Source: an optimization exercise on an open RTL-to-GDS flow (aim: a short achievable clock period and few clock cycles per item). Production flows keep margins and buffers that such runs may drop. RTL that was checked went through simulation tests only; none was proved equivalent to the original.

## mm_gcd
module mm_gcd (
    clock,
    reset,
    a,
    b,
    c,
    start,
    finished
);
For scale: about 100 I/O pins, about 32000 um^2 of cells after synthesis.
==> flow/config.mk <==
export PLATFORM = sky130hd
export DESIGN_NAME = mm_gcd
export DESIGN_NICKNAME = mm_gcd
export VERILOG_FILES = /design/flow/design.v
export SDC_FILE = /design/flow/constraint.sdc
export NUM_CORES = 4
export LEC_CHECK = 0
export CAP_MARGIN = 20
export CORE_MARGIN = 2
export CORE_UTILIZATION = 25
export GPL_TIMING_DRIVEN = 1
export PLACE_DENSITY = 0.5
export SETUP_SLACK_MARGIN = 0.3
export SLEW_MARGIN = 20
export TNS_END_PERCENT = 100
==> flow/constraint.sdc <==
create_clock -name core_clock -period 5.0 [get_ports {clock}]
set_input_delay 1.0000 -clock core_clock [delete_from_list [all_inputs] [get_ports {clock}]]
set_output_delay 1.0000 -clock core_clock [all_outputs]
set_load 0.01 [all_outputs]
run.sh (not shown) runs the stock make flow with config.mk's settings and CLKGATE_MAP_FILE= SYNTH_SCRIPT=/design/flow/synth_recipe.tcl, a recipe that flattens the netlist after the stock synthesis.
The starting point finished but failed the layout checks on negative setup slack.
Next try:
CORE_UTILIZATION = 40   (was 25)
GPL_TIMING_DRIVEN = not set   (was 1)
PLACE_DENSITY = not set   (was 0.5)
The changed run finished but failed the layout checks on negative setup slack.
Final area shrinks slightly.
Worst setup slack gets better by 0.024 ns.
Wire length shrinks by a few percent.
Clock skew hardly moves.
Utilization grows by 22 points.
Via count grows slightly.
Global-route usage grows by 13 points.
No run of this note included a check of the RTL's function; only the layout flow was run.

========
mm_gcd, a different RTL version from the one above (not shown whole).
Size in the first run: ~3400 cells after synthesis, roughly 74 flip-flops, about 25000 µm² of cells after synthesis.
make LEC_CHECK=0 ABC_AREA=0 CAP_MARGIN=30 CORE_MARGIN=2 CORE_UTILIZATION=40 SETUP_SLACK_MARGIN=0.8 SLEW_MARGIN=30 TNS_END_PERCENT=100 finish   # period 5.0 ns
Testbench counts at the start, summed over its fixed seeds: cycles 28,447, items 2,400.
Edit:
ABC_AREA = not set   (was 0)
CAP_MARGIN = 20   (was 30)
SETUP_SLACK_MARGIN = 0.3   (was 0.8)
SLEW_MARGIN = 20   (was 30)
The changed run ran to the end with no violations.
Worst setup slack gets worse by 0.15 ns.
Sequential share of layout area climbs by 0.92 points.
Cell count drops by about 4.6%.
Global-route usage drops by 2.4 points.
Area after synthesis is unchanged.
Wire length drops by 7.7%.
Edit:
CORE_UTILIZATION = 30   (was 40)
SETUP_SLACK_MARGIN = 1.0   (was 0.3)
What happened: First-iteration DRC count climbs by 1.2%. Final area climbs by 19%. Final cell count climbs by 13%. Fmax climbs by 2.8%. Wire length climbs by 12%. Global-route usage drops by 7.4 points. Die area climbs by 33%.
Edit:
CORE_UTILIZATION = 35   (was 30)
PLACE_DENSITY = 0.75   (was not set)
SETUP_SLACK_MARGIN = 0.6   (was 1.0)
Effect:
- The new run completed with no timing, DRC or antenna violations
- final area fell by roughly a tenth
- synthesized cell count is unchanged
- flip-flop and latch count stays the same
- final cell count fell by a few percent
- setup slack loses 0.044 ns
Edit:
PLACE_DENSITY = not set   (was 0.75)
The changed run passed the timing, DRC and antenna checks.
Via count came out lower slightly.
Cell count came out higher by a few percent.
Setup slack improved by 0.081 ns.
Utilization came out higher by 1.3 points.
Wire length came out higher by a few percent.
Cell area came out higher by a few percent.
Hold slack got worse by 0.061 ns.
Area after synthesis stays the same.

========
Setup of 02-27:
Another version of the RTL of mm_gcd (not shown whole).
Size in the first run: about 5500 cells after synthesis, about 74 flip-flops, about 52000 µm² of cells after synthesis.
Settings: LEC_CHECK=0, CAP_MARGIN=20, CORE_MARGIN=2, CORE_UTILIZATION=35, GPL_TIMING_DRIVEN=1, SETUP_SLACK_MARGIN=0.6, SLEW_MARGIN=20, TNS_END_PERCENT=100; clock period 5.0 ns.
Testbench counts of 02-27, summed over its fixed seeds: cycles 27,934, items 2,400.
Setup changes, 02-27 to 02-17
diff --git a/flow/config.mk b/flow/config.mk
--- a/flow/config.mk
+++ b/flow/config.mk
@@ -9,5 +9,4 @@
 export CORE_MARGIN = 2
 export CORE_UTILIZATION = 35
-export GPL_TIMING_DRIVEN = 1
 export SETUP_SLACK_MARGIN = 0.6
 export SLEW_MARGIN = 20
### Flow results
02-17 | status: complete | timing, DRC, antenna: pass
02-17 against 02-27: met1 capacity usage during global routing was more or less identical; overall die width saw little to no change; slew at the pin closest to its max-slew limit neither gained nor lost much.

-- what the ideal ports hide --
How much do the figures lean on ideal ports? The routed layouts below were timed once more, with nothing changed but the port constraints. Step 1: set_driving_cell puts a clkbuf_16 on clock and a buf_2 on each other input, an assumption about the parent block. Step 2 times the ports against the registers' clock, not the clock port: input delays grow and output delays shrink by t, the midpoint of the rising clock arrivals with the driver on. Slacks: no drivers / after step 1 / after step 2; pairs: no drivers / after step 1.
run	shift t [ns]	setup WS [ns]	latest minus earliest clock arrival (ns)	worst register clock-pin slew, ns	worst data-port slew with drivers (ns)
the first run of note 1	0.427	-0.772 / -0.772 / -0.772	0.014 / 0.013	0.07 / 0.07	0.06
the second run of note 1	0.443	-0.748 / -0.748 / -0.748	0.013 / 0.013	0.08 / 0.08	0.05
the first run of note 2	0.418	0.484 / 0.484 / 0.386	0.010 / 0.010	0.07 / 0.07	0.05
the second run of note 2	0.417	0.329 / 0.329 / 0.097	0.012 / 0.012	0.07 / 0.07	0.05
the third run of note 2	0.431	0.456 / 0.456 / 0.419	0.010 / 0.010	0.07 / 0.07	0.05
the fourth run of note 2	0.422	0.412 / 0.412 / 0.222	0.015 / 0.015	0.08 / 0.08	0.04
the fifth run of note 2	0.431	0.493 / 0.493 / 0.159	0.016 / 0.016	0.08 / 0.08	0.06
02-27	0.412	0.290 / 0.290 / 0.233	0.012 / 0.012	0.07 / 0.07	0.07
02-17	0.412	0.290 / 0.290 / 0.233	0.012 / 0.012	0.07 / 0.07	0.07
For the fifth run of note 2, which loses most, drivers alone change the setup slack by 0.000 ns; drivers and shift together by -0.334 ns.
